This design comes from an exercise in tuning for small area on the open sky130 flow, not from production work.
Function was checked by simulation only, so behaviour that the tests miss may differ from the original.
The clock port is modelled as an ideal driver; clocking choices that lean on that would not hold on a real chip.

== v6 ==
Design cordic_dds, start of the top module:
module cordic_dds (clk, phase_i, sin_o, cos_o, err_o);
   input         clk;
   input  [15:0] phase_i;
   output [16:0] sin_o, cos_o, err_o;
   reg [1:0] q [0:14];
   always @(posedge clk) q[0] <= phase_i[15:14];
   genvar g;
   generate for (g = 1; g < 15; g = g + 1) begin : qp
      always @(posedge clk) q[g] <= q[g-1];
   end endgenerate
   reg [13:0] z0;
   always @(posedge clk) z0 <= phase_i[13:0];
   reg [14:0] z1;
   reg [13:0] z2;
   reg [12:0] z3;
   reg [11:0] z4;
   reg [10:0] z5;
   reg [9:0] z6;
   reg [8:0] z7;
   reg [7:0] z8;
   reg [6:0] z9;
   reg [5:0] z10;
   reg [4:0] z11;
   reg [3:0] z12;
   reg [3:0] z13;
   reg [2:0] z14;
   always @(posedge clk) z1 <= {1'b0, z0} - 15'd8189;
   always @(posedge clk) z2 <= z1[14] ? z1[13:0] + 14'd4834 : z1[13:0] - 14'd4834;
   always @(posedge clk) z3 <= z2[13] ? z2[12:0] + 13'd2554 : z2[12:0] - 13'd2554;
   always @(posedge clk) z4 <= z3[12] ? z3[11:0] + 12'd1296 : z3[11:0] - 12'd1296;
   always @(posedge clk) z5 <= z4[11] ? z4[10:0] + 11'd650 : z4[10:0] - 11'd650;
   always @(posedge clk) z6 <= z5[10] ? z5[9:0] + 10'd325 : z5[9:0] - 10'd325;
   always @(posedge clk) z7 <= z6[9] ? z6[8:0] + 9'd162 : z6[8:0] - 9'd162;
   always @(posedge clk) z8 <= z7[8] ? z7[7:0] + 8'd81 : z7[7:0] - 8'd81;
   always @(posedge clk) z9 <= z8[7] ? z8[6:0] + 7'd40 : z8[6:0] - 7'd40;
   always @(posedge clk) z10 <= z9[6] ? z9[5:0] + 6'd20 : z9[5:0] - 6'd20;
   always @(posedge clk) z11 <= z10[5] ? z10[4:0] + 5'd10 : z10[4:0] - 5'd10;
   always @(posedge clk) z12 <= z11[4] ? z11[3:0] + 4'd5 : z11[3:0] - 4'd5;
   always @(posedge clk) z13 <= z12[3] ? z12[3:0] + 4'd2 : z12[3:0] - 4'd2;
   always @(posedge clk) z14 <= z13[3] ? z13[2:0] + 3'd1 : z13[2:0] - 3'd1;
   assign err_o = {{14{z14[2]}}, z14};
   reg d1_2; always @(posedge clk) d1_2 <= (z1[14] ^ q[1][0]);
   reg d1_3; always @(posedge clk) d1_3 <= d1_2;
   reg d1_4; always @(posedge clk) d1_4 <= d1_3;
   reg d1_5; always @(posedge clk) d1_5 <= d1_4;
   reg d1_6; always @(posedge clk) d1_6 <= d1_5;
   reg d1_7; always @(posedge clk) d1_7 <= d1_6;
   reg d2_3; always @(posedge clk) d2_3 <= (z2[13] ^ q[2][0]);
  ...
Size in the first run: about 450 flip-flops, roughly 68 I/O pins.
Settings: LEC_CHECK=0, ABC_AREA=1, ABC_CLOCK_PERIOD_IN_PS=5000, CAP_MARGIN=20, CORE_MARGIN=2, CORE_UTILIZATION=40, SLEW_MARGIN=20; clock period 5.0 ns.
standard.sh (not shown) runs the stock make flow with config.mk's settings and CLKGATE_MAP_FILE= SYNTH_SCRIPT=/design/flow/synth_recipe.tcl, a recipe that flattens the netlist after the stock synthesis.
==> flow/flow/run.sh <==
#!/bin/bash
# Own layout flow: the standard flow (standard synthesis unchanged), with
#  - the port buffers made from sky130_fd_sc_hd__buf_1 cells,
#  - clock tree options passed to clock_tree_synthesis,
#  - power recovery (cell down-sizing on paths with slack) after global routing.
# Each make run writes its full output to a log of its own in the work folder;
# ORFS's per-step logs are under orfs/logs/.
set -euo pipefail
cd "$(dirname "$0")/.."
source flow/knobs.sh
bash standard.sh finish \
  "BUFFER_PORTS_ARGS=$PORT_BUF_ARGS" \
  "CTS_ARGS=$CTS_ARGS" \
  "RECOVER_POWER=$RECOVER" > flow_standard.log 2>&1
==> flow/flow/knobs.sh <==
PORT_BUF_ARGS="-buffer_cell sky130_fd_sc_hd__buf_1"
CTS_ARGS="-sink_clustering_enable -repair_clock_nets -dont_use_dummy_load -buf_list sky130_fd_sc_hd__clkbuf_16 -sink_clustering_size 25 -sink_clustering_max_diameter 120"
RECOVER=0
[inputs] v7 vs v6
Settings: a deleted ABC_CLOCK_PERIOD_IN_PS that had been 5000; a deleted ABC_AREA that had been 1.
==> flow/flow/knobs.sh <==
PORT_BUF_ARGS="-buffer_cell sky130_fd_sc_hd__buf_1"
CTS_ARGS="-sink_clustering_enable -repair_clock_nets -dont_use_dummy_load -buf_list sky130_fd_sc_hd__clkbuf_16 -sink_clustering_size 25 -sink_clustering_max_diameter 120"
RECOVER=100
Notes after the runs:
Of v7 and v6, only v6 finishes the flow clean. In v7 the implementation completed, yet the final layout does not meet the checks, the culprit being max-capacitance violations, max-slew violations. The higher fraction of the mapped netlist area in compound gates of v7 and v6 is in v7. Period utilization (higher): v7. Area of the die: v7 > v6. In the tables for v7 and v6, hold slack reads higher with v6. Summary: clock skew, v7 better than v6. | final core area utilization | v7 vs v6 | 0.15 points lower |. Highest-delay cell along the critical path = sky130_fd_sc_hd__dfxtp_1: v7; highest-delay cell along the critical path = sky130_fd_sc_hd__nand2_1: v6. v6 → v7: worst setup slack went down; worst setup slack for register-to-register paths lower; number of multi-input logic gates went down.

========
## maple
Another version of the RTL of cordic_dds (not shown whole).
Size: about 450 flip-flops, ~68 I/O pins.
## cordic_dds
module cordic_dds (clk, phase_i, sin_o, cos_o, err_o);
   input         clk;
   input  [15:0] phase_i;
   output [16:0] sin_o, cos_o, err_o;
   reg [1:0] q [0:14];
   always @(posedge clk) q[0] <= phase_i[15:14];
   genvar g;
   generate for (g = 1; g < 15; g = g + 1) begin : qp
      always @(posedge clk) q[g] <= q[g-1];
   end endgenerate
   reg [13:0] z0;
   always @(posedge clk) z0 <= phase_i[13:0];
   reg [14:0] z1;
   reg [13:0] z2;
   reg [12:0] z3;
   reg [11:0] z4;
   reg [10:0] z5;
   reg [9:0] z6;
   reg [8:0] z7;
   reg [7:0] z8;
   reg [6:0] z9;
   reg [5:0] z10;
   reg [4:0] z11;
   reg [3:0] z12;
   reg [3:0] z13;
   reg [2:0] z14;
   always @(posedge clk) z1 <= {1'b0, z0} - 15'd8189;
   always @(posedge clk) z2 <= z1[14] ? z1[13:0] + 14'd4834 : z1[13:0] - 14'd4834;
   always @(posedge clk) z3 <= z2[13] ? z2[12:0] + 13'd2554 : z2[12:0] - 13'd2554;
   always @(posedge clk) z4 <= z3[12] ? z3[11:0] + 12'd1296 : z3[11:0] - 12'd1296;
   always @(posedge clk) z5 <= z4[11] ? z4[10:0] + 11'd650 : z4[10:0] - 11'd650;
   always @(posedge clk) z6 <= z5[10] ? z5[9:0] + 10'd325 : z5[9:0] - 10'd325;
   always @(posedge clk) z7 <= z6[9] ? z6[8:0] + 9'd162 : z6[8:0] - 9'd162;
   always @(posedge clk) z8 <= z7[8] ? z7[7:0] + 8'd81 : z7[7:0] - 8'd81;
   always @(posedge clk) z9 <= z8[7] ? z8[6:0] + 7'd40 : z8[6:0] - 7'd40;
   always @(posedge clk) z10 <= z9[6] ? z9[5:0] + 6'd20 : z9[5:0] - 6'd20;
   always @(posedge clk) z11 <= z10[5] ? z10[4:0] + 5'd10 : z10[4:0] - 5'd10;
   always @(posedge clk) z12 <= z11[4] ? z11[3:0] + 4'd5 : z11[3:0] - 4'd5;
   always @(posedge clk) z13 <= z12[3] ? z12[3:0] + 4'd2 : z12[3:0] - 4'd2;
   always @(posedge clk) z14 <= z13[3] ? z13[2:0] + 3'd1 : z13[2:0] - 3'd1;
  ...
make LEC_CHECK=0 CAP_MARGIN=20 CORE_MARGIN=2 CORE_UTILIZATION=40 SLEW_MARGIN=20 finish   # period 5.0 ns
run.sh (not shown) runs the stock make flow with config.mk's settings and CLKGATE_MAP_FILE= SYNTH_SCRIPT=/design/flow/synth_recipe.tcl, a recipe that flattens the netlist after the stock synthesis.
Stock flow here: none of the scripts above is used.
For quartz, these inputs were changed with respect to maple:
Settings: an added CTS_CLUSTER_DIAMETER of 80; an added CTS_CLUSTER_SIZE of 35; an added CTS_BUF_LIST of sky130_fd_sc_hd__clkbuf_16.
--- outcome ---
Both conditions hold for quartz: the flow ran to the end and the final layout passed the timing, DRC and antenna checks. Register bit count reported by yosys of maple is on par with quartz. Of quartz and maple, the run reporting the lower number of DRC markers in iteration 0 was maple. Total global-route track usage sits lower in quartz than in maple. Final design area excluding fillers: quartz lower than maple. Share of the clock period used by the worst path after layout across quartz and maple: no real change. Routed wire length on quartz is ahead of maple. Compared with maple, in quartz fraction of area in multi-input gates now sits higher; sequential share of layout area now sits higher.

[port drivers added, routing unchanged]
Ports are ideal in the flow. The routed layouts listed here were re-timed in OpenROAD.
Step 1 assumes that a clkbuf_16 drives the clock port and a buf_2 every other input.
Step 2 adds t to the input delays and takes it off the output delays; t is the mean of the earliest and latest rising clock arrival at the registers after step 1. Input paths then give back, and output paths get back, about the clock's delay inside the block.
Slacks: ideal / step 1 / step 2; pairs: ideal / step 1.
run | shift t [ns] | slack for setup (ns) | worst setup path after step 2 | slew at the worst register clock pin (ns) | cell pins on the clock port's net
v6 | 0.589 | 0.945 / 0.945 / 0.945 | register to register | 0.10 / 0.10 | 1
v7 | 0.595 | 0.530 / 0.530 / 0.530 | register to register | 0.10 / 0.10 | 1
maple | 0.639 | 0.414 / 0.414 / 0.414 | register to register | 0.06 / 0.06 | 1
quartz | 0.644 | 0.421 / 0.421 / 0.421 | register to register | 0.10 / 0.10 | 1
